Source: an optimization exercise on an open RTL-to-GDS flow (aim: small area). Production flows keep margins and buffers that such runs may drop. No functional check of the RTL was part of any run shown here. Power is estimated from default activity; no workload was simulated.

==> flow/design.v <==
`timescale 1ns / 1ps
module Final_Watch(
    input clk,
    input rst_sw,
    input [7:1] dip_sw,
    input [11:0] key_pad,
    output [7:0] seg_data,
    output [7:0] seg_com,
    output [7:0] lcd_data,
    output lcd_rs, lcd_rw, lcd_e,
    output [3:0] led_r,
    output [3:0] led_g,
    output [3:0] led_b,
    output piezo
);
    wire rst = rst_sw;
    function [3:0] dec_inc;    
        input [3:0] d;
        dec_inc = {(d[3] & ~d[0]) | (d[2] & d[1] & d[0]),
                   d[2] ^ (d[1] & d[0]),
                   (d[1] ^ d[0]) & ~d[3],
                   ~d[0]};
    endfunction
    function [3:0] dec_dec;    
        input [3:0] d;
        dec_dec = {(~d[3] & ~d[2] & ~d[1] & ~d[0]) | (d[3] & d[0]),
                   (d[2] & (d[1] | d[0])) | (d[3] & ~d[0]),
                   (d[1] & d[0]) | (d[2] & ~d[1] & ~d[0]) | (d[3] & ~d[0]),
                   ~d[0]};
    endfunction
    function [2:0] sex_inc;    
        input [2:0] d;
        sex_inc = {(d[2] & ~d[0]) | (d[1] & d[0]),
                   (d[1] ^ d[0]) & ~d[2],
                   ~d[0]};
    endfunction
    function [2:0] sex_dec;    
        input [2:0] d;
        sex_dec = {(~d[2] & ~d[1] & ~d[0]) | (d[2] & d[0]),
                   (d[1] & d[0]) | (d[2] & ~d[0]),
                   ~d[0]};
    endfunction
    function [3:0] hex_inc;    
        input [3:0] d;
        hex_inc = d ^ {d[2] & d[1] & d[0], d[1] & d[0], d[0], 1'b1};
    endfunction
    function [3:0] hex_dec;    
        input [3:0] d;
        hex_dec = d ^ {~d[2] & ~d[1] & ~d[0], ~d[1] & ~d[0], ~d[0], 1'b1};
    endfunction
    reg [5:0] k_reg, k_trig;    
    wire [5:0] k_in = {key_pad[11], key_pad[10], key_pad[9], key_pad[2], key_pad[1], key_pad[0]};
    always @(posedge clk or negedge rst) begin
        if(!rst) begin
            k_reg  <= 6'd0;
            k_trig <= 6'd0;
        end else begin
            k_reg  <= k_in;
            k_trig <= k_in & ~k_reg;
        end
    end
    wire key1 = k_trig[0], key2 = k_trig[1], key3 = k_trig[2];
    wire kstar = k_trig[3], key0 = k_trig[4], ksharp = k_trig[5];
    reg [2:0] c5;
    always @(posedge clk or negedge rst) begin
        if(!rst) c5 <= 3'd0;
        else     c5 <= {(c5[1] & c5[0]) | (c5[2] & ~c5[0]), (c5[1] ^ c5[0]) & ~c5[2], ~c5[0] | c5[2]};
    end
    wire c5_is4 = (c5 == 3'd4);           
    wire tick_1khz = (c5 == 3'd5);
    reg [3:0] cnt_lcd;
    always @(posedge clk or negedge rst) begin
        if(!rst) cnt_lcd <= 4'd0;
        else     cnt_lcd <= hex_inc(cnt_lcd);
    end
    assign lcd_e = ((cnt_lcd[3] & (cnt_lcd[2] | cnt_lcd[1] | cnt_lcd[0])) | (cnt_lcd == 4'd0)) & (c5 != 3'd0);
    reg [6:0] k125;
    always @(posedge clk or negedge rst) begin
        if(!rst) k125 <= 7'd0;
        else if(c5_is4 && cnt_lcd[2:0] == 3'd7)
            k125 <= (k125 == 7'd124) ? 7'd0 : k125 ^ {&k125[5:0], &k125[4:0], &k125[3:0], &k125[2:0], &k125[1:0], k125[0], 1'b1};
    end
    wire tick_1hz = tick_1khz & (cnt_lcd[2:0] == 3'd0) & (k125 == 7'd0);
    wire lcd_step = (cnt_lcd == 4'd8);
    reg view_24h;
    always @(posedge clk or negedge rst) begin
        if(!rst) view_24h <= 1'b1;
        else if((dip_sw[1] | dip_sw[2] | dip_sw[3] | dip_sw[4]) && key0)
            view_24h <= ~view_24h;
    end
    reg [3:0] c_h10, c_h1, c_m1, c_s1;
    reg [2:0] c_m10, c_s10;
    reg [1:0] c_state;
    always @(posedge clk or negedge rst) begin
        if(!rst) begin
            c_h10 <= 4'd1; c_h1 <= 4'd2;
            c_m10 <= 3'd0; c_m1 <= 4'd0;
            c_s10 <= 3'd0; c_s1 <= 4'd0;
        end else begin
            if(tick_1hz) begin
                if(c_s1 == 4'd9) begin
                    c_s1 <= 4'd0;
                    if(c_s10 == 3'd5) begin
                        c_s10 <= 3'd0;
                        if(c_m1 == 4'd9) begin
                            c_m1 <= 4'd0;
                            if(c_m10 == 3'd5) begin
                                c_m10 <= 3'd0;
                                if(c_h10 == 4'd2 && c_h1 == 4'd3) begin
                                    c_h10 <= 4'd0; c_h1 <= 4'd0;
                                end
                                else if(c_h1 == 4'd9) begin
                                    c_h1 <= 4'd0; c_h10 <= hex_inc(c_h10);
                                end
                                else c_h1 <= dec_inc(c_h1);
                            end
                            else c_m10 <= sex_inc(c_m10);
                        end
                        else c_m1 <= dec_inc(c_m1);
                    end
                    else c_s10 <= sex_inc(c_s10);
                end
                else c_s1 <= dec_inc(c_s1);
            end
            if(dip_sw[1]) begin
                case(c_state)
                    2'd1: begin
                        if(key3) begin
                            if(c_h10 == 4'd2 && c_h1 == 4'd3) begin c_h10 <= 4'd0; c_h1 <= 4'd0; end
                            else if(c_h1 == 4'd9) begin c_h1 <= 4'd0; c_h10 <= hex_inc(c_h10); end
                            else c_h1 <= dec_inc(c_h1);
                        end
                        if(key1) begin
                            if(c_h10 == 4'd0 && c_h1 == 4'd0) begin c_h10 <= 4'd2; c_h1 <= 4'd3; end
                            else if(c_h1 == 4'd0) begin c_h1 <= 4'd9; c_h10 <= hex_dec(c_h10); end
                            else c_h1 <= dec_dec(c_h1);
                        end
                    end
                    2'd2: begin
                        if(key3) begin
                            if(c_m1 == 4'd9) begin
                                c_m1 <= 4'd0;
                                c_m10 <= sex_inc(c_m10);
                            end
                            else c_m1 <= dec_inc(c_m1);
                        end
                        if(key1) begin
                            if(c_m10 == 3'd0 && c_m1 == 4'd0) begin c_m10 <= 3'd5; c_m1 <= 4'd9; end
                            else if(c_m1 == 4'd0) begin
                                c_m1 <= 4'd9;
                                c_m10 <= sex_dec(c_m10);
                            end
                            else c_m1 <= dec_dec(c_m1);
                        end
                    end
                    2'd3: begin
                        if(key2) begin c_s10 <= 3'd0; c_s1 <= 4'd0; end
                    end
                    default: ;
                endcase
            end
        end
    end
    always @(posedge clk or negedge rst) begin
        if(!rst) c_state <= 2'd0;
        else if(dip_sw[1]) begin
            if(kstar)       c_state <= {c_state[1] ~^ c_state[0], ~c_state[0]};
            else if(ksharp) c_state <= {c_state[1] ^ c_state[0], ~c_state[0]};
        end
        else c_state <= 2'd0;
    end
    reg [2:0] a_state;
    reg [3:0] al_h10, al_h1, al_m1, al_s1;
    reg [2:0] al_m10, al_s10;
    reg is_ringing, alarm_set;
    reg [2:0] a_state_up, a_state_dn;
    always @(*) begin
        case(a_state)
            3'd0: begin a_state_up = 3'd1; a_state_dn = 3'd4; end
            3'd1: begin a_state_up = 3'd2; a_state_dn = 3'd0; end
            3'd2: begin a_state_up = 3'd3; a_state_dn = 3'd1; end
            3'd3: begin a_state_up = 3'd4; a_state_dn = 3'd2; end
            default: begin a_state_up = 3'd0; a_state_dn = 3'd3; end
        endcase
    end
    wire al_match = {c_h10, c_h1, c_m10, c_m1, c_s10, c_s1} ==
                    {al_h10, al_h1, al_m10, al_m1, al_s10, al_s1};
    always @(posedge clk or negedge rst) begin
        if(!rst) begin
            a_state <= 3'd0;
            {al_h10, al_h1, al_m10, al_m1, al_s10, al_s1} <= 22'd0;
            is_ringing <= 1'b0;
            alarm_set  <= 1'b0;
        end else begin
            if(is_ringing && key0) is_ringing <= 1'b0;
            if(a_state == 3'd4 && al_match) is_ringing <= 1'b1;
            if(dip_sw[5]) begin
                if(kstar)       a_state <= a_state_dn;
                else if(ksharp) a_state <= a_state_up;
                if(a_state == 3'd0 && key2) begin
                    {al_h10, al_h1, al_m10, al_m1, al_s10, al_s1} <= 22'd0;
                    alarm_set  <= 1'b0;
                    is_ringing <= 1'b0;
                end
                if(a_state == 3'd1) begin
                    if(key3) begin
                        alarm_set <= 1'b1;
                        if(al_h10 == 4'd2 && al_h1 == 4'd3) begin al_h10 <= 4'd0; al_h1 <= 4'd0; end
                        else if(al_h1 == 4'd9) begin al_h1 <= 4'd0; al_h10 <= hex_inc(al_h10); end
                        else al_h1 <= dec_inc(al_h1);
                    end
                    if(key1) begin
                        alarm_set <= 1'b1;
                        if(al_h10 == 4'd0 && al_h1 == 4'd0) begin al_h10 <= 4'd2; al_h1 <= 4'd3; end
                        else if(al_h1 == 4'd0) begin al_h1 <= 4'd9; al_h10 <= hex_dec(al_h10); end
                        else al_h1 <= dec_dec(al_h1);
                    end
                end
                else if(a_state == 3'd2) begin
                    if(key3) begin
                        alarm_set <= 1'b1;
                        if(al_m1 == 4'd9) begin
                            al_m1 <= 4'd0;
                            al_m10 <= sex_inc(al_m10);
                        end
                        else al_m1 <= dec_inc(al_m1);
                    end
                    if(key1) begin
                        alarm_set <= 1'b1;
                        if(al_m10 == 3'd0 && al_m1 == 4'd0) begin al_m10 <= 3'd5; al_m1 <= 4'd9; end
                        else if(al_m1 == 4'd0) begin
                            al_m1 <= 4'd9;
                            al_m10 <= sex_dec(al_m10);
                        end
                        else al_m1 <= dec_dec(al_m1);
                    end
                end
                else if(a_state == 3'd3) begin
                    if(key3) begin
                        alarm_set <= 1'b1;
                        if(al_s1 == 4'd9) begin
                            al_s1 <= 4'd0;
                            al_s10 <= sex_inc(al_s10);
                        end
                        else al_s1 <= dec_inc(al_s1);
                    end
                    if(key1) begin
                        alarm_set <= 1'b1;
                        if(al_s10 == 3'd0 && al_s1 == 4'd0) begin al_s10 <= 3'd5; al_s1 <= 4'd9; end
                        else if(al_s1 == 4'd0) begin
                            al_s1 <= 4'd9;
                            al_s10 <= sex_dec(al_s10);
                        end
                        else al_s1 <= dec_dec(al_s1);
                    end
                    if(key2) begin
                        alarm_set <= 1'b1;
                        al_s10 <= 3'd0;
                        al_s1  <= 4'd0;
                    end
                end
            end
        end
    end
    reg [3:0] tm_m1, tm_s1;
    reg [2:0] tm_m10, tm_s10;
    reg [1:0] t_state;
    reg is_run, is_end;
    always @(posedge clk or negedge rst) begin
        if(!rst) begin
            t_state <= 2'd0;
            is_run <= 1'b0;
            is_end <= 1'b0;
            {tm_m10, tm_m1, tm_s10, tm_s1} <= 14'd0;
        end else begin
            if(is_run && tick_1hz) begin
                if(tm_s1 == 4'd0) begin
                    if(tm_s10 == 3'd0) begin
                        if(tm_m1 == 4'd0) begin
                            if(tm_m10 == 3'd0) begin
                                is_run <= 1'b0;
                                is_end <= 1'b1;
                            end
                            else begin
                                tm_m10 <= sex_dec(tm_m10);
                                tm_m1  <= 4'd9;
                                tm_s10 <= 3'd5;
                                tm_s1  <= 4'd9;
                            end
                        end
                        else begin
                            tm_m1  <= dec_dec(tm_m1);
                            tm_s10 <= 3'd5;
                            tm_s1  <= 4'd9;
                        end
                    end
                    else begin
                        tm_s10 <= sex_dec(tm_s10);
                        tm_s1  <= 4'd9;
                    end
                end
                else tm_s1 <= dec_dec(tm_s1);
            end
            if(dip_sw[6]) begin
                if(kstar)       t_state <= {t_state[1] ~^ t_state[0], ~t_state[0]};
                else if(ksharp) t_state <= {t_state[1] ^ t_state[0], ~t_state[0]};
                if(t_state == 2'd3 && key0) begin
                    if(is_end) begin
                        is_end  <= 1'b0;
                        t_state <= 2'd0;
                    end
                    else is_run <= ~is_run;
                end
                if(t_state == 2'd1) begin
                    if(key3) begin
                        if(tm_m1 == 4'd9) begin
                            tm_m1 <= 4'd0;
                            tm_m10 <= sex_inc(tm_m10);
                        end
                        else tm_m1 <= dec_inc(tm_m1);
                    end
                    if(key1) begin
                        if(tm_m10 == 3'd0 && tm_m1 == 4'd0) begin tm_m10 <= 3'd5; tm_m1 <= 4'd9; end
                        else if(tm_m1 == 4'd0) begin
                            tm_m1 <= 4'd9;
                            tm_m10 <= sex_dec(tm_m10);
                        end
                        else tm_m1 <= dec_dec(tm_m1);
                    end
                end
                if(t_state == 2'd2) begin
                    if(key3) begin
                        if(tm_s1 == 4'd9) begin
                            tm_s1 <= 4'd0;
                            tm_s10 <= sex_inc(tm_s10);
                        end
                        else tm_s1 <= dec_inc(tm_s1);
                    end
                    if(key1) begin
                        if(tm_s10 == 3'd0 && tm_s1 == 4'd0) begin tm_s10 <= 3'd5; tm_s1 <= 4'd9; end
                        else if(tm_s1 == 4'd0) begin
                            tm_s1 <= 4'd9;
                            tm_s10 <= sex_dec(tm_s10);
                        end
                        else tm_s1 <= dec_dec(tm_s1);
                    end
                end
                if(t_state == 2'd0) begin
                    {tm_m10, tm_m1, tm_s10, tm_s1} <= 14'd0;
                    is_run <= 1'b0;
                    is_end <= 1'b0;
                end
            end
        end
    end
    reg [1:0] g_state;
    reg [3:0] g_d3, g_d2, g_d1, g_d0;
    reg g_valid, g_stale;
    wire g_all9 = (g_d3 == 4'd9) && (g_d2 == 4'd9) && (g_d1 == 4'd9) && (g_d0 == 4'd9);
    wire g_wait_done = (g_d3 == 4'd3);
    wire g_inc = tick_1khz && !key0 &&
                 ((g_state == 2'd1 && !g_wait_done) || (g_state == 2'd2 && !g_all9));
    wire g_go2 = (g_state == 2'd1) && !key0 && tick_1khz && g_wait_done;
    always @(posedge clk or negedge rst) begin
        if(!rst) begin
            g_state <= 2'd0;
            {g_d3, g_d2, g_d1, g_d0} <= 16'd0;
            g_valid <= 1'b0;
            g_stale <= 1'b0;
        end else if(dip_sw[7]) begin
            g_stale <= key0 | g_go2;
            if(g_state == 2'd0 || g_go2) begin
                {g_d3, g_d2, g_d1, g_d0} <= 16'd0;
            end else if(g_inc) begin
                g_d0 <= dec_inc(g_d0);
                if(g_d0 == 4'd9) begin
                    g_d1 <= dec_inc(g_d1);
                    if(g_d1 == 4'd9) begin
                        g_d2 <= dec_inc(g_d2);
                        if(g_d2 == 4'd9) g_d3 <= dec_inc(g_d3);
                    end
                end
            end
            case(g_state)
                2'd0: begin
                    g_valid <= 1'b0;
                    if(key0) g_state <= 2'd1;
                end
                2'd1: begin
                    if(key0) g_state <= 2'd3;
                    else if(g_go2) g_state <= 2'd2;
                end
                2'd2: begin
                    if(key0) begin
                        g_state <= 2'd3;
                        g_valid <= 1'b1;
                    end
                end
                2'd3: begin
                    if(key0) g_state <= 2'd0;
                end
            endcase
        end
    end
    reg g_r, g_g, g_b;
    always @(*) begin
        case(g_state)
            2'd0: {g_r, g_g, g_b} = g_stale ? {1'b1, g_valid, g_valid} : 3'b000;
            2'd1: {g_r, g_g, g_b} = g_stale ? 3'b000 : 3'b001;
            2'd2: {g_r, g_g, g_b} = g_stale ? 3'b001 : 3'b010;
            default: {g_r, g_g, g_b} = {1'b1, g_valid, g_valid};
        endcase
    end
    assign led_r = {4{dip_sw[7] & g_r}};
    assign led_g = {4{dip_sw[7] & g_g}};
    assign led_b = {4{dip_sw[7] & g_b}};
    reg [4:0] base_hour_24, off_h, city_hour_24;
    reg [3:0] city_h10_24, city_h1_24, disp_h10, disp_h1;
    always @(*) begin
        base_hour_24 = (c_h10 * 5'd10) + c_h1;
        if(dip_sw[2])      off_h = 5'd10;
        else if(dip_sw[3]) off_h = 5'd15;
        else if(dip_sw[4]) off_h = 5'd16;
        else               off_h = 5'd0;
        city_hour_24 = base_hour_24 + off_h;
        if(city_hour_24 >= 5'd24) city_hour_24 = city_hour_24 - 5'd24;
        if(city_hour_24 >= 5'd20) begin
            city_h10_24 = 4'd2; city_h1_24 = city_hour_24 - 5'd20;
        end else if(city_hour_24 >= 5'd10) begin
            city_h10_24 = 4'd1; city_h1_24 = city_hour_24 - 5'd10;
        end else begin
            city_h10_24 = 4'd0; city_h1_24 = city_hour_24[3:0];
        end
        if(view_24h) begin
            disp_h10 = city_h10_24; disp_h1 = city_h1_24;
        end else if(city_h10_24 == 0 && city_h1_24 == 0) begin
            disp_h10 = 4'd1; disp_h1 = 4'd2;
        end else if(city_h10_24 == 1 && city_h1_24 > 4'd2) begin
            disp_h10 = 4'd0; disp_h1 = city_h1_24 - 4'd2;
        end else if(city_h10_24 == 2) begin
            disp_h10 = (city_h1_24 >= 4'd2) ? 4'd1 : 4'd0;
            if(city_h1_24 == 4'd0)      disp_h1 = 4'd8;
            else if(city_h1_24 == 4'd1) disp_h1 = 4'd9;
            else                        disp_h1 = city_h1_24 - 4'd2;
        end else begin
            disp_h10 = city_h10_24; disp_h1 = city_h1_24;
        end
    end
    reg [2:0] digit_sel;
    always @(posedge clk or negedge rst) begin
        if(!rst) digit_sel <= 3'd0;
        else if(c5_is4) digit_sel <= sex_inc(digit_sel);
    end
    reg [3:0] hex_in;
    reg [7:0] com;
    always @(*) begin
        case(digit_sel)
            3'd0: com = 8'b1111_1110;
            3'd1: com = 8'b1111_1101;
            3'd2: com = 8'b1111_1011;
            3'd3: com = 8'b1111_0111;
            3'd4: com = 8'b1110_1111;
            default: com = 8'b1101_1111;
        endcase
        if(dip_sw[7]) begin
            if(!g_valid) hex_in = 4'hE;
            else case(digit_sel)
                3'd0: hex_in = g_d0;
                3'd1: hex_in = g_d1;
                3'd2: hex_in = g_d2;
                3'd3: hex_in = g_d3;
                default: hex_in = 4'h0;
            endcase
        end else if(dip_sw[6]) begin
            case(digit_sel)
                3'd0: hex_in = tm_s1;
                3'd1: hex_in = {1'b0, tm_s10};
                3'd2: hex_in = tm_m1;
                3'd3: hex_in = {1'b0, tm_m10};
                default: hex_in = 4'h0;
            endcase
        end else begin
            case(digit_sel)
                3'd0: hex_in = c_s1;
                3'd1: hex_in = {1'b0, c_s10};
                3'd2: hex_in = c_m1;
                3'd3: hex_in = {1'b0, c_m10};
                3'd4: hex_in = dip_sw[5] ? c_h1 : disp_h1;
                default: hex_in = dip_sw[5] ? c_h10 : disp_h10;
            endcase
        end
    end
    assign seg_com = com;
    reg [6:0] seg7;
    always @(*) begin
        case(hex_in)
            4'h0: seg7 = 7'b1111110;
            4'h1: seg7 = 7'b0110000;
            4'h2: seg7 = 7'b1101101;
            4'h3: seg7 = 7'b1111001;
            4'h4: seg7 = 7'b0110011;
            4'h5: seg7 = 7'b1011011;
            4'h6: seg7 = 7'b1011111;
            4'h7: seg7 = 7'b1110000;
            4'h8: seg7 = 7'b1111111;
            4'h9: seg7 = 7'b1111011;
            4'hA: seg7 = 7'b1110111;
            4'hB: seg7 = 7'b0011111;
            4'hC: seg7 = 7'b1001110;
            4'hD: seg7 = 7'b0111101;
            4'hE: seg7 = 7'b1001111;
            default: seg7 = 7'b1000111;
        endcase
    end
    assign seg_data = {seg7, ~dip_sw[7] & (digit_sel == 3'd2 || digit_sel == 3'd4)};
    wire pz_en = ~dip_sw[7] & (dip_sw[6] ? is_end : is_ringing);
    reg [2:0] pz_lo;       
    reg [5:0] pz_hi;       
    reg [4:0] pz_p;        
    wire pz_tick = pz_hi[5] & pz_hi[4] & pz_hi[1];
    reg pz_on;
    always @(*) begin
        case(pz_p)
            5'd0, 5'd1, 5'd3, 5'd4, 5'd6, 5'd7, 5'd8, 5'd9, 5'd10, 5'd11, 5'd18, 5'd19: pz_on = 1'b1;
            default: pz_on = 1'b0;
        endcase
    end
    always @(posedge clk or negedge rst) begin
        if(!rst) begin
            pz_lo <= 3'd0; pz_hi <= 6'd0; pz_p <= 5'd0;
        end else if(!pz_en) begin
            pz_lo <= 3'd0; pz_hi <= 6'd0; pz_p <= 5'd0;
        end else begin
            pz_lo <= {pz_lo[1] & pz_lo[0], pz_lo[1] ^ pz_lo[0], ~pz_lo[0] & ~pz_lo[2]};
            if(pz_tick) pz_hi <= 6'd0;
            else if(pz_lo[2]) pz_hi <= pz_hi ^ {&pz_hi[4:0], &pz_hi[3:0], &pz_hi[2:0], &pz_hi[1:0], pz_hi[0], 1'b1};
            if(pz_tick) pz_p <= (pz_p == 5'd19) ? 5'd2 : pz_p ^ {&pz_p[3:0], &pz_p[2:0], &pz_p[1:0], pz_p[0], 1'b1};
        end
    end
    wire pz_late = |pz_p[4:1];
    assign piezo = pz_on & (pz_hi[0] ^ (pz_late & ~(pz_lo[2] | pz_lo[1] | pz_lo[0])));
    localparam DELAY = 3'b000, FUNCTION_SET = 3'b001, ENTRY_MODE = 3'b010,
               DISP_ONOFF = 3'b011, LINE1 = 3'b100, LINE2 = 3'b101, DELAY_T = 3'b110;
    reg [2:0] l_state;
    reg [6:0] l_cnt;
    reg [6:0] l_data;    
    wire [3:0] ci = l_cnt[3:0];
    wire [6:0] l_cnt_inc = l_cnt ^ {&l_cnt[5:0], &l_cnt[4:0], &l_cnt[3:0], &l_cnt[2:0], &l_cnt[1:0], l_cnt[0], 1'b1};
    wire line2 = l_state[0];
    reg [7:0] ch;
    always @(*) begin
        ch = 8'h20;
        if(!line2) begin
            if(dip_sw[7]) begin
                case(ci)
                    4'd2: ch = 8'h52;
                    4'd3: ch = 8'h65;
                    4'd4: ch = 8'h61;
                    4'd5: ch = 8'h63;
                    4'd6: ch = 8'h74;
                    4'd7: ch = 8'h69;
                    4'd8: ch = 8'h6F;
                    4'd9: ch = 8'h6E;
                    4'd11: ch = 8'h54;
                    4'd12: ch = 8'h65;
                    4'd13: ch = 8'h73;
                    4'd14: ch = 8'h74;
                    default: ch = 8'h20;
                endcase
            end
            else if(dip_sw[6]) begin
                case(ci)
                    4'd3: ch = 8'h54;
                    4'd4: ch = 8'h69;
                    4'd5: ch = 8'h6D;
                    4'd6: ch = 8'h65;
                    4'd7: ch = 8'h72;
                    4'd9: ch = 8'h4D;
                    4'd10: ch = 8'h6F;
                    4'd11: ch = 8'h64;
                    4'd12: ch = 8'h65;
                    default: ch = 8'h20;
                endcase
            end
            else if(dip_sw[5]) begin
                case(ci)
                    4'd3: ch = 8'h41;
                    4'd4: ch = 8'h6C;
                    4'd5: ch = 8'h61;
                    4'd6: ch = 8'h72;
                    4'd7: ch = 8'h6D;
                    4'd9: ch = 8'h4D;
                    4'd10: ch = 8'h6F;
                    4'd11: ch = 8'h64;
                    4'd12: ch = 8'h65;
                    default: ch = 8'h20;
                endcase
            end
            else if(dip_sw[1]) begin
                case(ci)
                    4'd5: ch = 8'h53;
                    4'd6: ch = 8'h65;
                    4'd7: ch = 8'h6F;
                    4'd8: ch = 8'h75;
                    4'd9: ch = 8'h6C;
                    default: ch = 8'h20;
                endcase
            end
            else if(dip_sw[2]) begin
                case(ci)
                    4'd4: ch = 8'h4E;
                    4'd5: ch = 8'h65;
                    4'd6: ch = 8'h77;
                    4'd8: ch = 8'h59;
                    4'd9: ch = 8'h6F;
                    4'd10: ch = 8'h72;
                    4'd11: ch = 8'h6B;
                    default: ch = 8'h20;
                endcase
            end
            else if(dip_sw[3]) begin
                case(ci)
                    4'd5: ch = 8'h4C;
                    4'd6: ch = 8'h6F;
                    4'd7: ch = 8'h6E;
                    4'd8: ch = 8'h64;
                    4'd9: ch = 8'h6F;
                    4'd10: ch = 8'h6E;
                    default: ch = 8'h20;
                endcase
            end
            else if(dip_sw[4]) begin
                case(ci)
                    4'd5: ch = 8'h50;
                    4'd6: ch = 8'h61;
                    4'd7: ch = 8'h72;
                    4'd8: ch = 8'h69;
                    4'd9: ch = 8'h73;
                    default: ch = 8'h20;
                endcase
            end
        end else begin
            if(dip_sw[7]) begin
                case(g_state)
                    2'd0: begin
                        case(ci)
                            4'd5: ch = 8'h53;
                            4'd6: ch = 8'h74;
                            4'd7: ch = 8'h61;
                            4'd8: ch = 8'h72;
                            4'd9: ch = 8'h74;
                            default: ch = 8'h20;
                        endcase
                    end
                    2'd1: begin
                        case(ci)
                            4'd5: ch = 8'h52;
                            4'd6: ch = 8'h65;
                            4'd7: ch = 8'h61;
                            4'd8: ch = 8'h64;
                            4'd9: ch = 8'h79;
                            default: ch = 8'h20;
                        endcase
                    end
                    2'd2: begin
                        case(ci)
                            4'd1: ch = 8'h57;
                            4'd2: ch = 8'h61;
                            4'd3: ch = 8'h69;
                            4'd4: ch = 8'h74;
                            4'd6: ch = 8'h66;
                            4'd7: ch = 8'h6F;
                            4'd8: ch = 8'h72;
                            4'd10: ch = 8'h47;
                            4'd11: ch = 8'h72;
                            4'd12: ch = 8'h65;
                            4'd13: ch = 8'h65;
                            4'd14: ch = 8'h6E;
                            default: ch = 8'h20;
                        endcase
                    end
                    default: begin
                        if(!g_valid) begin
                            case(ci)
                                4'd4: ch = 8'h54;
                                4'd5: ch = 8'h6F;
                                4'd6: ch = 8'h6F;
                                4'd8: ch = 8'h46;
                                4'd9: ch = 8'h61;
                                4'd10: ch = 8'h73;
                                4'd11: ch = 8'h74;
                                default: ch = 8'h20;
                            endcase
                        end
                        else if(g_d3 == 4'd0 && g_d2[3:1] == 3'd0) begin
                            case(ci)
                                4'd4: ch = 8'h47;
                                4'd5: ch = 8'h72;
                                4'd6: ch = 8'h65;
                                4'd7: ch = 8'h61;
                                4'd8: ch = 8'h74;
                                default: ch = 8'h20;
                            endcase
                        end
                        else if(g_d3 == 4'd0 && g_d2[3:2] == 2'd0 && !(g_d2[1] & g_d2[0])) begin
                            case(ci)
                                4'd5: ch = 8'h47;
                                4'd6: ch = 8'h6F;
                                4'd7: ch = 8'h6F;
                                4'd8: ch = 8'h64;
                                default: ch = 8'h20;
                            endcase
                        end
                        else begin
                            case(ci)
                                4'd5: ch = 8'h53;
                                4'd6: ch = 8'h6C;
                                4'd7: ch = 8'h6F;
                                4'd8: ch = 8'h77;
                                default: ch = 8'h20;
                            endcase
                        end
                    end
                endcase
            end else if(dip_sw[6]) begin
                case(t_state)
                    2'd0: begin
                        case(ci)
                            4'd3: ch = 8'h52;
                            4'd4: ch = 8'h65;
                            4'd5: ch = 8'h73;
                            4'd6: ch = 8'h65;
                            4'd7: ch = 8'h74;
                            4'd9: ch = 8'h4D;
                            4'd10: ch = 8'h6F;
                            4'd11: ch = 8'h64;
                            4'd12: ch = 8'h65;
                            default: ch = 8'h20;
                        endcase
                    end
                    2'd1: begin
                        case(ci)
                            4'd3: ch = 8'h53;
                            4'd4: ch = 8'h65;
                            4'd5: ch = 8'h74;
                            4'd7: ch = 8'h4D;
                            4'd8: ch = 8'h69;
                            4'd9: ch = 8'h6E;
                            4'd10: ch = 8'h75;
                            4'd11: ch = 8'h74;
                            4'd12: ch = 8'h65;
                            default: ch = 8'h20;
                        endcase
                    end
                    2'd2: begin
                        case(ci)
                            4'd3: ch = 8'h53;
                            4'd4: ch = 8'h65;
                            4'd5: ch = 8'h74;
                            4'd7: ch = 8'h53;
                            4'd8: ch = 8'h65;
                            4'd9: ch = 8'h63;
                            4'd10: ch = 8'h6F;
                            4'd11: ch = 8'h6E;
                            4'd12: ch = 8'h64;
                            default: ch = 8'h20;
                        endcase
                    end
                    default: begin
                        if(is_end) begin
                            case(ci)
                                4'd3: ch = 8'h54;
                                4'd4: ch = 8'h69;
                                4'd5: ch = 8'h6D;
                                4'd6: ch = 8'h65;
                                4'd8: ch = 8'h4F;
                                4'd9: ch = 8'h56;
                                4'd10: ch = 8'h45;
                                4'd11: ch = 8'h52;
                                4'd12: ch = 8'h21;
                                4'd13: ch = 8'h21;
                                4'd14: ch = 8'h21;
                                default: ch = 8'h20;
                            endcase
                        end
                        else if(is_run) begin
                            case(ci)
                                4'd3: ch = 8'h52;
                                4'd4: ch = 8'h75;
                                4'd5: ch = 8'h6E;
                                4'd6: ch = 8'h6E;
                                4'd7: ch = 8'h69;
                                4'd8: ch = 8'h6E;
                                4'd9: ch = 8'h67;
                                4'd10: ch = 8'h2E;
                                4'd11: ch = 8'h2E;
                                4'd12: ch = 8'h2E;
                                default: ch = 8'h20;
                            endcase
                        end
                        else begin
                            case(ci)
                                4'd3: ch = 8'h50;
                                4'd4: ch = 8'h61;
                                4'd5: ch = 8'h75;
                                4'd6: ch = 8'h73;
                                4'd7: ch = 8'h65;
                                4'd8: ch = 8'h2F;
                                4'd9: ch = 8'h52;
                                4'd10: ch = 8'h65;
                                4'd11: ch = 8'h61;
                                4'd12: ch = 8'h64;
                                4'd13: ch = 8'h79;
                                default: ch = 8'h20;
                            endcase
                        end
                    end
                endcase
            end else if(dip_sw[5]) begin
                case(a_state)
                    3'd0: begin
                        if(!alarm_set) begin
                            case(ci)
                                4'd0: ch = 8'h41;
                                4'd1: ch = 8'h6C;
                                4'd2: ch = 8'h61;
                                4'd3: ch = 8'h72;
                                4'd4: ch = 8'h6D;
                                4'd5: ch = 8'h3A;
                                4'd6: ch = 8'h4E;
                                4'd7: ch = 8'h6F;
                                4'd8: ch = 8'h6E;
                                default: ch = 8'h20;
                            endcase
                        end
                        else begin
                            case(ci)
                                4'd0: ch = 8'h41;
                                4'd1: ch = 8'h6C;
                                4'd2: ch = 8'h61;
                                4'd3: ch = 8'h72;
                                4'd4: ch = 8'h6D;
                                4'd5: ch = 8'h3A;
                                4'd6: ch = 8'h4F;
                                4'd7: ch = 8'h46;
                                4'd8: ch = 8'h46;
                                default: ch = 8'h20;
                            endcase
                        end
                    end
                    3'd1: begin
                        case(ci)
                            4'd0: ch = 8'h53;
                            4'd1: ch = 8'h65;
                            4'd2: ch = 8'h74;
                            4'd4: ch = 8'h48;
                            4'd6: ch = {4'h3, al_h10};
                            4'd7: ch = {4'h3, al_h1};
                            4'd8: ch = 8'h3A;
                            4'd9: ch = {4'h3, {1'b0, al_m10}};
                            4'd10: ch = {4'h3, al_m1};
                            4'd11: ch = 8'h3A;
                            4'd12: ch = {4'h3, {1'b0, al_s10}};
                            4'd13: ch = {4'h3, al_s1};
                            default: ch = 8'h20;
                        endcase
                    end
                    3'd2: begin
                        case(ci)
                            4'd0: ch = 8'h53;
                            4'd1: ch = 8'h65;
                            4'd2: ch = 8'h74;
                            4'd4: ch = 8'h4D;
                            4'd6: ch = {4'h3, al_h10};
                            4'd7: ch = {4'h3, al_h1};
                            4'd8: ch = 8'h3A;
                            4'd9: ch = {4'h3, {1'b0, al_m10}};
                            4'd10: ch = {4'h3, al_m1};
                            4'd11: ch = 8'h3A;
                            4'd12: ch = {4'h3, {1'b0, al_s10}};
                            4'd13: ch = {4'h3, al_s1};
                            default: ch = 8'h20;
                        endcase
                    end
                    3'd3: begin
                        case(ci)
                            4'd0: ch = 8'h53;
                            4'd1: ch = 8'h65;
                            4'd2: ch = 8'h74;
                            4'd4: ch = 8'h53;
                            4'd6: ch = {4'h3, al_h10};
                            4'd7: ch = {4'h3, al_h1};
                            4'd8: ch = 8'h3A;
                            4'd9: ch = {4'h3, {1'b0, al_m10}};
                            4'd10: ch = {4'h3, al_m1};
                            4'd11: ch = 8'h3A;
                            4'd12: ch = {4'h3, {1'b0, al_s10}};
                            4'd13: ch = {4'h3, al_s1};
                            default: ch = 8'h20;
                        endcase
                    end
                    default: begin
                        if(is_ringing) begin
                            case(ci)
                                4'd0: ch = 8'h41;
                                4'd1: ch = 8'h6C;
                                4'd2: ch = 8'h61;
                                4'd3: ch = 8'h72;
                                4'd4: ch = 8'h6D;
                                4'd6: ch = 8'h52;
                                4'd7: ch = 8'h69;
                                4'd8: ch = 8'h6E;
                                4'd9: ch = 8'h67;
                                4'd10: ch = 8'h69;
                                4'd11: ch = 8'h6E;
                                4'd12: ch = 8'h67;
                                4'd13: ch = 8'h21;
                                4'd14: ch = 8'h21;
                                default: ch = 8'h20;
                            endcase
                        end
                        else begin
                            case(ci)
                                4'd0: ch = 8'h41;
                                4'd1: ch = 8'h6C;
                                4'd2: ch = 8'h61;
                                4'd3: ch = 8'h72;
                                4'd4: ch = 8'h6D;
                                4'd6: ch = {4'h3, al_h10};
                                4'd7: ch = {4'h3, al_h1};
                                4'd8: ch = 8'h3A;
                                4'd9: ch = {4'h3, {1'b0, al_m10}};
                                4'd10: ch = {4'h3, al_m1};
                                4'd11: ch = 8'h3A;
                                4'd12: ch = {4'h3, {1'b0, al_s10}};
                                4'd13: ch = {4'h3, al_s1};
                                default: ch = 8'h20;
                            endcase
                        end
                    end
                endcase
            end else if(dip_sw[1]) begin
                case(c_state)
                    2'd0: begin
                        if(view_24h) begin
                            case(ci)
                                4'd4: ch = 8'h4D;
                                4'd5: ch = 8'h6F;
                                4'd6: ch = 8'h64;
                                4'd7: ch = 8'h65;
                                4'd8: ch = 8'h3A;
                                4'd9: ch = 8'h32;
                                4'd10: ch = 8'h34;
                                4'd11: ch = 8'h48;
                                default: ch = 8'h20;
                            endcase
                        end
                        else begin
                            case(ci)
                                4'd4: ch = 8'h4D;
                                4'd5: ch = 8'h6F;
                                4'd6: ch = 8'h64;
                                4'd7: ch = 8'h65;
                                4'd8: ch = 8'h3A;
                                4'd9: ch = 8'h31;
                                4'd10: ch = 8'h32;
                                4'd11: ch = 8'h48;
                                default: ch = 8'h20;
                            endcase
                        end
                    end
                    2'd1: begin
                        case(ci)
                            4'd3: ch = 8'h41;
                            4'd4: ch = 8'h64;
                            4'd5: ch = 8'h6A;
                            4'd6: ch = 8'h75;
                            4'd7: ch = 8'h73;
                            4'd8: ch = 8'h74;
                            4'd10: ch = 8'h48;
                            4'd11: ch = 8'h6F;
                            4'd12: ch = 8'h75;
                            4'd13: ch = 8'h72;
                            default: ch = 8'h20;
                        endcase
                    end
                    2'd2: begin
                        case(ci)
                            4'd3: ch = 8'h41;
                            4'd4: ch = 8'h64;
                            4'd5: ch = 8'h6A;
                            4'd6: ch = 8'h75;
                            4'd7: ch = 8'h73;
                            4'd8: ch = 8'h74;
                            4'd10: ch = 8'h4D;
                            4'd11: ch = 8'h69;
                            4'd12: ch = 8'h6E;
                            default: ch = 8'h20;
                        endcase
                    end
                    default: begin
                        case(ci)
                            4'd4: ch = 8'h52;
                            4'd5: ch = 8'h65;
                            4'd6: ch = 8'h73;
                            4'd7: ch = 8'h65;
                            4'd8: ch = 8'h74;
                            4'd10: ch = 8'h53;
                            4'd11: ch = 8'h65;
                            4'd12: ch = 8'h63;
                            default: ch = 8'h20;
                        endcase
                    end
                endcase
            end else if(dip_sw[2] | dip_sw[3] | dip_sw[4]) begin
                if(view_24h) begin
                    case(ci)
                        4'd4: ch = 8'h4D;
                        4'd5: ch = 8'h6F;
                        4'd6: ch = 8'h64;
                        4'd7: ch = 8'h65;
                        4'd8: ch = 8'h3A;
                        4'd9: ch = 8'h32;
                        4'd10: ch = 8'h34;
                        4'd11: ch = 8'h48;
                        default: ch = 8'h20;
                    endcase
                end
                else begin
                    case(ci)
                        4'd4: ch = 8'h4D;
                        4'd5: ch = 8'h6F;
                        4'd6: ch = 8'h64;
                        4'd7: ch = 8'h65;
                        4'd8: ch = 8'h3A;
                        4'd9: ch = 8'h31;
                        4'd10: ch = 8'h32;
                        4'd11: ch = 8'h48;
                        default: ch = 8'h20;
                    endcase
                end
            end
        end
    end
    always @(posedge clk or negedge rst) begin
        if(!rst) begin
            l_state <= DELAY;
            l_cnt <= 7'd0;
        end else if(lcd_step) begin
            case(l_state)
                DELAY: begin
                    if(l_cnt == 7'd70) begin l_state <= FUNCTION_SET; l_cnt <= 7'd0; end
                    else l_cnt <= l_cnt_inc;
                end
                FUNCTION_SET: begin
                    if(l_cnt == 7'd30) begin l_state <= DISP_ONOFF; l_cnt <= 7'd0; end
                    else l_cnt <= l_cnt_inc;
                end
                DISP_ONOFF: begin
                    if(l_cnt == 7'd30) begin l_state <= ENTRY_MODE; l_cnt <= 7'd0; end
                    else l_cnt <= l_cnt_inc;
                end
                ENTRY_MODE: begin
                    if(l_cnt == 7'd30) begin l_state <= LINE1; l_cnt <= 7'd0; end
                    else l_cnt <= l_cnt_inc;
                end
                LINE1: begin
                    if(l_cnt == 7'd16) begin l_state <= LINE2; l_cnt <= 7'd0; end
                    else l_cnt <= l_cnt_inc;
                end
                LINE2: begin
                    if(l_cnt == 7'd16) begin l_state <= DELAY_T; l_cnt <= 7'd0; end
                    else l_cnt <= l_cnt_inc;
                end
                default: begin
                    if(l_cnt == 7'd5) begin l_state <= LINE1; l_cnt <= 7'd0; end
                    else l_cnt <= l_cnt_inc;
                end
            endcase
        end
    end
    always @(posedge clk or negedge rst) begin
        if(!rst) begin
            l_data <= 7'h00;
        end else if(lcd_step) begin
            case(l_state)
                DELAY:        l_data <= 7'h00;
                FUNCTION_SET: l_data <= 7'h38;
                DISP_ONOFF:   l_data <= 7'h0C;
                ENTRY_MODE:   l_data <= 7'h06;
                LINE1, LINE2: l_data <= !l_cnt[4] ? ch[6:0] : (line2 ? 7'h00 : 7'h40);
                default:      l_data <= 7'h02;
            endcase
        end
    end
    wire l_first = (l_state == DELAY) || (l_state == FUNCTION_SET && l_cnt == 7'd0);
    assign lcd_rw = l_first;
    assign lcd_rs = l_first || (l_state[2:1] == 2'b10 && l_cnt != 7'd0);
    assign lcd_data = {(l_state == LINE2 || l_state == DELAY_T) && l_cnt == 7'd0, l_data};
endmodule
==> flow/flow/run.sh <==
#!/bin/bash
# Own flow: the standard synthesis, then the same synthesis again with an
# area-oriented ABC script and without adder cells; if the registers of the
# two netlists agree (names and cell types) the second netlist is laid out
# by the standard flow, otherwise the standard one is.
set -u
W=$(pwd)
R=$W/orfs/results/$FLOW_PLATFORM/Final_Watch/base
bash standard.sh synth > std_synth.log 2>&1 || exit 1
cp $R/1_2_yosys.v $W/ref_1_2_yosys.v
make -C $FLOW_HOME DESIGN_CONFIG=$W/config.mk WORK_HOME=$W/orfs CLKGATE_MAP_FILE= \
  SYNTH_SCRIPT=$W/flow/my_synth.tcl ADDER_MAP_FILE= do-yosys > my_synth.log 2>&1
ok=0
if [ -s $R/1_2_yosys.v ] && grep -q "endmodule" $R/1_2_yosys.v; then
  cp $R/1_2_yosys.v $W/own_1_2_yosys.v
  python3 $W/flow/fixnames.py $W/ref_1_2_yosys.v $W/own_1_2_yosys.v $W/own_fixed_1_2_yosys.v > fixnames.log 2>&1 \
    && cp $W/own_fixed_1_2_yosys.v $R/1_2_yosys.v
  python3 $W/flow/regs.py $W/ref_1_2_yosys.v > regs_ref.txt
  python3 $W/flow/regs.py $R/1_2_yosys.v > regs_own.txt
  if [ -s regs_ref.txt ] && cmp -s regs_ref.txt regs_own.txt; then ok=1; fi
fi
if [ $ok = 1 ]; then
  echo "own synthesis used" > synth_choice.txt
else
  echo "registers differ or own synthesis failed: standard synthesis used" > synth_choice.txt
  cp $W/ref_1_2_yosys.v $R/1_2_yosys.v
fi
touch $R/1_2_yosys.v
CTS_ARGS="-sink_clustering_enable -repair_clock_nets -buf_list sky130_fd_sc_hd__clkbuf_8 -dont_use_dummy_load" BUFFER_PORTS_ARGS="-buffer_cell sky130_fd_sc_hd__buf_1" bash standard.sh > std_layout.log 2>&1
==> flow/flow/area.abc <==
strash
&get -n
&deepsyn -J 100
&put
dch -f
amap
topo
==> flow/flow/fixnames.py <==
# Gives the flip-flops of the own netlist (argv[2]) that have generated names
# (_NNNN_) the name that the standard netlist (argv[1]) gives the flip-flop
# driving the same Q net. Writes the result to argv[3].
import re, sys
FF = re.compile(r'^(\s*)(sky130_fd_sc_hd__(?:df|sdf|edf|dl)\w*)\s+(\S+)\s*\((.*?)\);', re.M | re.S)
def flops(text):
    out = {}
    for m in FF.finditer(text):
        q = re.search(r'\.Q\(\s*(.*?)\s*\)', m.group(4))
        if q:
            out[q.group(1)] = (m.group(3), m.group(2))
    return out
ref = open(sys.argv[1]).read()
own = open(sys.argv[2]).read()
rf, of = flops(ref), flops(own)
names = set(re.findall(r'(?<![\w\\$])(_\d+_)(?!\w)', own))
ren = {}
for q, (rn, rt) in rf.items():
    if q not in of:
        continue
    on, ot = of[q]
    if on != rn:
        if not re.fullmatch(r'_\d+_', on) or rn in names:
            sys.exit("cannot rename %s to %s" % (on, rn))
        ren[on] = rn
def sub(m):
    n = m.group(3)
    if n in ren:
        return m.group(0).replace(' ' + n + ' ', ' ' + ren[n] + ' ', 1)
    return m.group(0)
new = FF.sub(sub, own)
open(sys.argv[3], 'w').write(new)
print("renamed", ren)
==> flow/flow/my_synth.tcl <==
# The standard synthesis (synth_recipe.tcl) with two changes: no adder-cell
# extraction (ADDER_MAP_FILE is empty on the make line) and an area-oriented
# ABC script for the combinational logic. Registers are mapped as before.
proc synth {args} { yosys synth -nofsm -noshare {*}$args }
set my_abc_script [file join [file dirname [file normalize [info script]]] area.abc]
proc abc {args} {
  global my_abc_script
  set out {}
  set skip 0
  foreach a $args {
    if {$skip} { set skip 0; continue }
    if {$a eq "-script"} { set skip 1; continue }
    lappend out $a
  }
  yosys abc -script $my_abc_script {*}$out
}
source $::env(SCRIPTS_DIR)/synth.tcl
# left out here: clear keep_hierarchy, flatten, clean up, hide names made inside functions, write 1_2_yosys.v
==> flow/flow/regs.py <==
# Lists the flip-flop instances (name, cell type without drive strength) of a netlist.
import re, sys
s = open(sys.argv[1]).read()
regs = sorted((n, re.sub(r'_\d+$', '', t)) for t, n in
              re.findall(r'^\s*(sky130_fd_sc_hd__(?:df|sdf|edf|dl)\w*)\s+(\S+)\s*\(', s, re.M))
for n, t in regs:
    print(t, n)
==> flow/standard.sh <==
#!/bin/bash
# synth_recipe.tcl (not shown) runs the flow's synth.tcl, then flattens the netlist and writes it again
# the make line also repeats each setting of config.mk as NAME=value (left out here)
make -C /OpenROAD-flow-scripts/flow DESIGN_CONFIG=/design/flow/config.mk WORK_HOME=/design/flow/orfs CLKGATE_MAP_FILE= SYNTH_SCRIPT=/design/flow/synth_recipe.tcl "${@:-finish}"
==> flow/config.mk <==
export PLATFORM = sky130hd
export DESIGN_NAME = Final_Watch
export DESIGN_NICKNAME = Final_Watch
export VERILOG_FILES = /design/flow/design.v
export SDC_FILE = /design/flow/constraint.sdc
export NUM_CORES = 4
export LEC_CHECK = 0
export CAP_MARGIN = 20
export CORE_MARGIN = 2
export CORE_UTILIZATION = 40
export CTS_BUF_LIST = sky130_fd_sc_hd__clkbuf_8
export SLEW_MARGIN = 20
==> flow/constraint.sdc <==
create_clock -name core_clock -period 22.0 [get_ports {clk}]
set_input_delay 4.4000 -clock core_clock [delete_from_list [all_inputs] [get_ports {clk}]]
set_output_delay 4.4000 -clock core_clock [all_outputs]
set_load 0.01 [all_outputs]
==> summary.md, run 1 <==
| Metric | Value |
|---|---|
| DR pass1 iterations | 9 |
| Max VDD drop | 0.0440 mV |
| I/O Buffers | 52 |
| Fin crit period | 13.01 ns |
| Synthesized instance count | 1567 |
| Crit-path cells | buf_1, clkinv_1, nor2_1, clkinv_1, nor2_1, o32ai_1, nor2_1, a21oi_1, or2_0, o22ai_1, clkinv_1, a21oi_1, o21ai_0, clkinv_1, nand2_1, o21a_1, nor2_1, a211oi_1, nor3_1, clkinv_1, o21ai_0, nor2_1, a31oi_1, buf_1 |
| Grt ovf | 0 |
| PostCTS Resize Cnt | 0 |
| #FFs+latches synth | 150 |
| # IOs | 61 |
| Final nets | 1665 |
| Pre-CTS setup slack | 9.04 ns |
| Fin. max-slew vios | 0 |
| Share of synthesized registers carrying an async set or reset | 1.00 |
| Post-synthesis average cell area | 6.95 um2 |
| Met1 WL | 19300 um |
| Ys Warns | 1 |
| Post-DP HPWL | 34900 um |
| Final hold vios | 0 |
| Cell chosen for the clock root | clkbuf_8 |
| Antenna violations before repair | 1 |
| Remaining antenna violation count | 0 |
| # rows | 60 |
| Placed insts | 1966 |
| Post-synth cell types | 50 |
| Crit path arrival time | 8.61 ns |
| Detailed-route wire length | 45700 um |
| RSZ-0062 raised after global routing | false |
| Clk sink count | 150 |
| Max-Cap Viols | 0 |
| Critical Path RT | 17.60 ns |
| Period utilisation layout | 0.592 |
| Setup Buffers After CTS | 0 |
| CTS tree | built |
| P per Cell Area | 89.8 nW/um2 |
| Die width | 169 um |
| Critical Path Sink Type | output port |
| Final cell count without fillers | 1984 |
| Hold crit path type | reg -> reg |
| Synth area leaders | dfrtp_1 34%, nor2_1 13%, clkinv_1 8.4% |
| Post-Place Cell Area | 11600 um2 |
| Total CTS buffers | 17 |
| Fill count | 2861 |
| Die height | 169 um |
| Clock Pin Slew Worst Setup and Hold Paths | 0.11 ns |
| Area growth syn-to-layout | 8.30% |
| Starting density of the core | 0.406 |
| Max clock buf depth | 2 |
| Share of layout cells above drive strength 1 | 0.0225 |
| Setup violations, final | 0 |
| Worst Setup Start Kind | input pin |
| Ys flop type | dfrtp_1 |
| Area leader, netlist | dfrtp_1 |
| Initial DRC Count | 1552 |
| Critical Path Fanout Max | 5 |
| Highest metal used | met4 |
| Met3 Wirelength | 4370 um |
| Setup_tns | 0 ns |
| Vias in the first global route | 11900 |
| Final instance area | 11800 um2 |
| Area of the mapped netlist | 10900 um2 |
| Fmax | 76.8 MHz |
| Relative slew margins | 0.319 |
| Hold Buf Count CTS | 0 |
| GRT Util Overall | 0.321 |
| DR WL met2 | 19800 um |
| First-pass GRT wire length | 70100 um |
| Worst slew pin tran | 1.02 ns |
| Area of the multi-input gates | 6130 um2 |
| Core Footprint | 26800 um2 |
| Seq/Total Area, Yosys | 0.345 |
| P_leak | 4.37 nW |
| Register area | 3760 um2 |
| Via Count | 12800 |
| RePlAce Congestion | 1.04 |
| Largest regs | k125 (7), l_cnt (7), l_data (7) |
| Largest net degree at the start of global routing | 70 |
| Clock latency (worst-skew pair) | 0.48 ns |
| Worst Slack Setup Final | 8.99 ns |
| Status | timing/DRC/antenna clean |
| Post-synth top area share | 0.338 |
| H-tree Lvls | 4 |
| DR DRC count | 0 |
| Crit path largest cell delay | 0.57 ns |
| Critical path class | in -> out |
| WL/cell | 23.0 um |
| Die area | 28500 um2 |
| Post-synth EDFFs | 0 |
| Via-to-Cell Ratio | 6.43 |
| Slowest CP cell | nor3_1 |
| Clock skew | 0.0386 ns |
[cell families (layout without fill, tap and decap cells)]
logic type / Yosys count / count (layout) / synth area share
and+or+nand+nor: 691 / 691 / 0.271
buffers and inverters: 256 / 330 / 0.0921
DFF: 150 / 150 / 0.345
AOI/OAI and AO/OA: 469 / 469 / 0.291
other: 1 / 3 / 0.000345
[path summary, 6_finish.rpt]
path,endpoint,slack (ns),startpoint,depth (start not counted)
max,seg_data[4],8.99,dip_sw[3],24
min,k_trig[4],0.37,k_reg[4],1
max reg2reg,l_data[1],15.80,l_cnt[3],16
min reg2reg,k_trig[4],0.37,k_reg[4],1
max in group asynchronous,tm_m1[3],16.11,rst_sw,3
min in group asynchronous,c_h1[0],3.92,rst_sw,1
[layout by cell type, fill, tap and decap left out, drive strengths merged, types with 10 or more instances in the layout]
cell type and count:
clkinv 245, o221ai 19, nor4 23, o32ai 21, nor2b 14, or4 10
nor2 368, o22ai 48, a21oi 99, nand2 137, or3 13, dfrtp 147
a211oi 28, a31oi 31, clkbuf 18, nand4 11, o21ai 88, buf 67
a2111oi 17, a22oi 15, nor3 68, a221oi 14, o21a 11, nand3 30
[power breakdown]
part           total (W)  leakage, nW  switching, W  internal [W]
combinational   0.000459         2.34      0.000310      0.000149
sequential      0.000424         1.91     0.0000924      0.000332
clock           0.000175        0.122      0.000106     0.0000685
[worst max-delay path: cells and delay by family]
family / cells / cell delay [ns]
compound gates: 9 / 1.42
simple gates: 8 / 1.58
buf+inv: 7 / 1.22
[stage by stage]
step | total power (W) | utilization | hold slack [ns]
global placement | 0.000865 | 0.431 | 0.381
finish | 0.00106 | 0.440 | 0.368
detailed placement | 0.000870 | 0.431 | 0.388
floorplan | 0.000721 | - | 0.378
global route | 0.00112 | 0.440 | 0.383
CTS | 0.00105 | 0.440 | 0.371
[area by class of cell]
class,instances,share of cell area
Clock buffer,17,0.0198
Tap cell,341,0.0362
Antenna cell,1,0.000212
Inverter,245,0.0780
Sequential cell,150,0.319
Multi-Input combinational cell,1162,0.520
Timing Repair Buffer,68,0.0271
[cells in the mapped netlist (all sizes together), types with 15 or more instances]
cell     instances
nor2           368
clkinv         245
dfrtp          147
nand2          137
a21oi           99
o21ai           88
nor3            68
o22ai           48
a31oi           31
nand3           30
a211oi          28
nor4            23
o32ai           21
o221ai          19
a2111oi         17
a22oi           15
[per-layer routing]
| layer | global-route usage | up-vias |
|---|---|---|
| li1 | - | 5827 |
| met1 | 0.443 | 6032 |
| met2 | 0.489 | 751 |
| met3 | 0.0514 | 149 |
| met4 | 0.160 | 0 |
| met5 | 0 | - |
==> run 2, diff against run 1 <==
--- a/flow/design.v
+++ b/flow/design.v
@@ -542,10 +542,11 @@
     localparam DELAY = 3'b000, FUNCTION_SET = 3'b001, ENTRY_MODE = 3'b010,
                DISP_ONOFF = 3'b011, LINE1 = 3'b100, LINE2 = 3'b101, DELAY_T = 3'b110;
     reg [2:0] l_state;
-    reg [6:0] l_cnt;
-    reg [6:0] l_data;    
+    reg [4:0] l_cnt;
+    reg [7:0] l_data;
     wire [3:0] ci = l_cnt[3:0];
-    wire [6:0] l_cnt_inc = l_cnt ^ {&l_cnt[5:0], &l_cnt[4:0], &l_cnt[3:0], &l_cnt[2:0], &l_cnt[1:0], l_cnt[0], 1'b1};
+    wire [4:0] l_cnt_inc = l_cnt ^ {&l_cnt[3:0], &l_cnt[2:0], &l_cnt[1:0], l_cnt[0], 1'b1};
+    wire l_delay_end = (k125 == 7'd28) && (c5 == 3'd3);
     wire line2 = l_state[0];
     reg [7:0] ch;
     always @(*) begin
@@ -1045,35 +1046,34 @@
     always @(posedge clk or negedge rst) begin
         if(!rst) begin
             l_state <= DELAY;
-            l_cnt <= 7'd0;
+            l_cnt <= 5'd0;
         end else if(lcd_step) begin
             case(l_state)
                 DELAY: begin
-                    if(l_cnt == 7'd70) begin l_state <= FUNCTION_SET; l_cnt <= 7'd0; end
-                    else l_cnt <= l_cnt_inc;
+                    if(l_delay_end) l_state <= FUNCTION_SET;
                 end
                 FUNCTION_SET: begin
-                    if(l_cnt == 7'd30) begin l_state <= DISP_ONOFF; l_cnt <= 7'd0; end
+                    if(l_cnt == 5'd30) begin l_state <= DISP_ONOFF; l_cnt <= 5'd0; end
                     else l_cnt <= l_cnt_inc;
                 end
                 DISP_ONOFF: begin
-                    if(l_cnt == 7'd30) begin l_state <= ENTRY_MODE; l_cnt <= 7'd0; end
+                    if(l_cnt == 5'd30) begin l_state <= ENTRY_MODE; l_cnt <= 5'd0; end
                     else l_cnt <= l_cnt_inc;
                 end
                 ENTRY_MODE: begin
-                    if(l_cnt == 7'd30) begin l_state <= LINE1; l_cnt <= 7'd0; end
+                    if(l_cnt == 5'd30) begin l_state <= LINE1; l_cnt <= 5'd0; end
                     else l_cnt <= l_cnt_inc;
                 end
                 LINE1: begin
-                    if(l_cnt == 7'd16) begin l_state <= LINE2; l_cnt <= 7'd0; end
+                    if(l_cnt == 5'd16) begin l_state <= LINE2; l_cnt <= 5'd0; end
                     else l_cnt <= l_cnt_inc;
                 end
                 LINE2: begin
-                    if(l_cnt == 7'd16) begin l_state <= DELAY_T; l_cnt <= 7'd0; end
+                    if(l_cnt == 5'd16) begin l_state <= DELAY_T; l_cnt <= 5'd0; end
                     else l_cnt <= l_cnt_inc;
                 end
                 default: begin
-                    if(l_cnt == 7'd5) begin l_state <= LINE1; l_cnt <= 7'd0; end
+                    if(l_cnt == 5'd5) begin l_state <= LINE1; l_cnt <= 5'd0; end
                     else l_cnt <= l_cnt_inc;
                 end
             endcase
@@ -1081,20 +1081,20 @@
     end
     always @(posedge clk or negedge rst) begin
         if(!rst) begin
-            l_data <= 7'h00;
+            l_data <= 8'h00;
         end else if(lcd_step) begin
             case(l_state)
-                DELAY:        l_data <= 7'h00;
-                FUNCTION_SET: l_data <= 7'h38;
-                DISP_ONOFF:   l_data <= 7'h0C;
-                ENTRY_MODE:   l_data <= 7'h06;
-                LINE1, LINE2: l_data <= !l_cnt[4] ? ch[6:0] : (line2 ? 7'h00 : 7'h40);
-                default:      l_data <= 7'h02;
+                DELAY:        l_data <= 8'h00;
+                FUNCTION_SET: l_data <= 8'h38;
+                DISP_ONOFF:   l_data <= 8'h0C;
+                ENTRY_MODE:   l_data <= 8'h06;
+                LINE1, LINE2: l_data <= !l_cnt[4] ? ch : (line2 ? 8'h80 : 8'hC0);
+                default:      l_data <= 8'h02;
             endcase
         end
     end
-    wire l_first = (l_state == DELAY) || (l_state == FUNCTION_SET && l_cnt == 7'd0);
+    wire l_first = (l_state == DELAY) || (l_state == FUNCTION_SET && l_cnt == 5'd0);
     assign lcd_rw = l_first;
-    assign lcd_rs = l_first || (l_state[2:1] == 2'b10 && l_cnt != 7'd0);
-    assign lcd_data = {(l_state == LINE2 || l_state == DELAY_T) && l_cnt == 7'd0, l_data};
+    assign lcd_rs = l_first || (l_state[2:1] == 2'b10 && l_cnt != 5'd0);
+    assign lcd_data = l_data;
 endmodule
==> run 2 against run 1 <==
  * Cell count rose by 0.30%
  * Clock skew down 0.0038 ns
  * Cell area increased by 0.15%
  * Routed wire length is 0.40% higher
  * Core utilization decreased by 0.058 points
  * First-iteration DRC count down 3.6%
  * Largest cell class unchanged
  * Worst setup slack got worse by 0.99 ns
  * Non-clock buffer count unchanged
  * Critical path depth down 3
  * Global-route usage increased by 0.42 points
  * Sequential cell count shrank 1
==> summary.md, run 2 <==
| Metric | Value |
|---|---|
| Psw | 0.000532 W |
| Setup violations, final | 0 |
| Starting density of the core | 0.406 |
| Largest net degree at the start of global routing | 67 |
| Fmax | 71.4 MHz |
| Critical Path RT | 17.60 ns |
| Total Power | 0.00109 W |
| Worst Setup Start Kind | input pin |
| Crit-path cells | buf_1, clkinv_1, nor2_1, clkinv_1, o21ai_0, nand2_1, o21a_1, o21a_1, a21oi_1, or2_0, nor3_1, o22ai_1, o221ai_1, a2111oi_0, a2111oi_0, nor3_1, clkinv_1, nand2_1, o221ai_1, a22oi_1, buf_1 |
| Antenna violations before repair | 2 |
| Combinational share of power | 0.459 |
| Sw Ratio | 0.487 |
| P_leak | 4.32 nW |
| Critical Path Fanout Max | 6 |
| Die area | 28600 um2 |
| Post-DP HPWL | 35300 um |
| Total CTS buffers | 17 |
| Seq/Total Area, Yosys | 0.342 |
| Biggest register | l_data |
| Post-synthesis average cell area | 6.93 um2 |
| # rows | 60 |
| Max-Cap Viols | 0 |
| Post-synth EDFFs | 0 |
| Relative slew margins | 0.373 |
| Fin. max-slew vios | 0 |
| # IOs | 61 |
| Clk sink count | 149 |
| Cell chosen for the clock root | clkbuf_8 |
| RePlAce Congestion | 1.08 |
| Die width | 169 um |
| Synth cell count leaders | 384 x nor2_1, 235 x clkinv_1, 146 x dfrtp_1 |
| Setup crit end | seg_data[6] |
| Final nets | 1671 |
| Final instance area | 11800 um2 |
| Max FFs per register | 8 |
| Hold Buf Count CTS | 0 |
| H-tree Lvls | 4 |
| Area leader, netlist | dfrtp_1 |
| Max clock buf depth | 2 |
| Via Count | 12800 |
| Via-to-Cell Ratio | 6.42 |
| Ys flop type | dfrtp_1 |
| Post-Place Cell Area | 11600 um2 |
| Most frequent cells in the layout | 384 x nor2_1, 235 x clkinv_1, 146 x dfrtp_1 |
| Setup_tns | 0 ns |
| Grt ovf | 0 |
| Vias in the first global route | 12000 |
| Core Footprint | 26900 um2 |
| Die height | 169 um |
| RSZ-0062 raised after global routing | false |
| Setup Buffers After CTS | 0 |
| Final cell count without fillers | 1990 |
| Critical path class | in -> out |
| Cell Int Power | 0.000560 W |
| GRT Util Overall | 0.325 |
| DR pass1 iterations | 7 |
| Clock latency (worst-skew pair) | 0.49 ns |
| Leading cell type in the layout, fill and taps excluded | nor2_1 |
| Share of synthesized registers carrying an async set or reset | 1.00 |
| Worst slew pin tran | 0.916 ns |
| Origin of the critical flop-to-flop path | l_cnt[2] |
| Post-synth top area share | 0.335 |
| Clock Pin Slew Worst Setup and Hold Paths | 0.07 ns |
| Initial DRC Count | 1496 |
| Path depth of the worst reg2reg path | 15 |
| Fin crit period | 14.00 ns |
| Crit path arrival time | 9.60 ns |
| WL/cell | 23.1 um |
| Remaining antenna violation count | 0 |
| Ys Warns | 1 |
| First-pass GRT wire length | 70900 um |
| Slowest CP cell | a2111oi_0 |
| Share of layout cells above drive strength 1 | 0.0225 |
| WHS Path Cells | 1 |
| Synth area leaders | dfrtp_1 34%, nor2_1 13%, clkinv_1 8.1% |
| Post-Route Utilization | 0.439 |
| I/O Buffers | 52 |
| Detailed-route wire length | 45900 um |
| Area growth syn-to-layout | 8.29% |
| Hold crit path type | reg -> reg |
| Critical path's most frequent cell | clkinv_1 |
| Seq pwr share | 0.386 |
| Crit path largest cell delay | 0.84 ns |
| #FFs+latches synth | 149 |
| Clock share of power | 0.154 |
| Largest regs | l_data (8), k125 (7) |
| Critical Path Sink Type | output port |
| CP startpoint | dip_sw[3] |
| Clock skew | 0.0348 ns |
| DR DRC count | 0 |
| Post-synth cell types | 53 |
| Placed insts | 1972 |
| Area of the mapped netlist | 10900 um2 |
| Final hold vios | 0 |
| Period utilisation layout | 0.637 |
| P per Cell Area | 92.5 nW/um2 |
| RR Endpoint | l_data[3] |
| CTS tree | built |
| Count leader, synth | nor2_1 |
| Synthesized instance count | 1573 |
| R2R Setup Slk | 15.58 ns |
| PostCTS Resize Cnt | 0 |
| Max VDD drop | 0.0449 mV |
| Status | timing/DRC/antenna clean |
==> run 2: kinds of logic (layout without fill, tap and decap cells) <==
group / count (synthesis) / after routing / synth area share
buf+inv: 246 / 320 / 0.0885
other cells: 1 / 3 / 0.000344
flops: 149 / 149 / 0.342
compound gates: 466 / 466 / 0.290
simple gates: 711 / 711 / 0.279
==> run 2: area by class of cell <==
cell class / instances / area, um2
fill: 2852 / 15100
multi-input combinational: 1179 / 6210
sequential: 149 / 3730
inverter: 235 / 882
tap: 341 / 427
timing repair buffer: 68 / 319
clock buffer: 17 / 234
antenna: 1 / 2.50
==> run 2: worst max-delay path, delay by kind of cell <==
| kind | cells | cell delay [ns] |
|---|---|---|
| buffers and inverters | 5 | 1.06 |
| AO/OA/AOI/OAI | 10 | 2.76 |
| AND/OR/NAND/NOR | 6 | 1.37 |
==> run 2: power by group through the flow <==
stage / clock network (W) / logic [W] / registers (W)
4_1_cts: 0.000173 / 0.000488 / 0.000417
3_3_place_gp: 0 / 0.000479 / 0.000421
2_1_floorplan: 0 / 0.000362 / 0.000387
6_report: 0.000169 / 0.000501 / 0.000421
5_1_grt: 0.000183 / 0.000556 / 0.000428
3_5_place_dp: 0 / 0.000486 / 0.000421
==> run 2: worst min path at each step <==
stage | startpoint | slack [ns] | to
2_1_floorplan | k_reg[0] | 0.38 | k_trig[0]
3_3_place_gp | k_reg[3] | 0.38 | k_trig[3]
3_5_place_dp | k_reg[0] | 0.39 | k_trig[0]
4_1_cts | k_reg[2] | 0.40 | k_trig[2]
5_1_grt | k_reg[0] | 0.41 | k_trig[0]
6_report | k_reg[2] | 0.40 | k_trig[2]
==> run 2: metrics by stage <==
stage / hold slack (ns) / setup slack [ns]
after detailed placement: 0.387 / 8.24
after global placement: 0.383 / 8.30
after global routing: 0.407 / 7.51
after CTS: 0.398 / 8.22
final: 0.396 / 8.00
after floorplan: 0.378 / 9.55
==> run 2: layer usage <==
metal,global-route usage,share of wire
met1,0.447,0.42
met2,0.487,0.42
met3,0.0881,0.11
met4,0.127,0.041
met5,0,0

==> afterwards: timing with drivers on the ports <==
The results above use ideal ports. As a check the final layouts listed here were re-extracted and re-timed, cells and wires unchanged. Step 1 (the two cells are an assumption about what drives the block):
set clk [get_ports {clk}]
set_driving_cell -lib_cell sky130_fd_sc_hd__clkbuf_16 $clk
set_driving_cell -lib_cell sky130_fd_sc_hd__buf_2 [delete_from_list [all_inputs] $clk]
Step 2 adds t to the input delays and takes it off the output delays; t is the mean of the earliest and latest rising clock arrival at the registers after step 1. Input paths then give back, and output paths get back, about the clock's delay inside the block. Three values: no drivers, after step 1, after step 2; two values: the first two.
| run | t, ns | slack for setup (ns) | worst setup path after step 2 |
|---|---|---|---|
| run 1 | 0.505 | 8.986 / 8.961 / 8.961 | input to output |
| run 2 | 0.515 | 7.995 / 7.967 / 7.967 | input to output |
After both steps setup and hold are still met in every run listed. The setup slack of run 2, which loses most, moves by -0.028 ns with the drivers and by -0.028 ns with both steps.
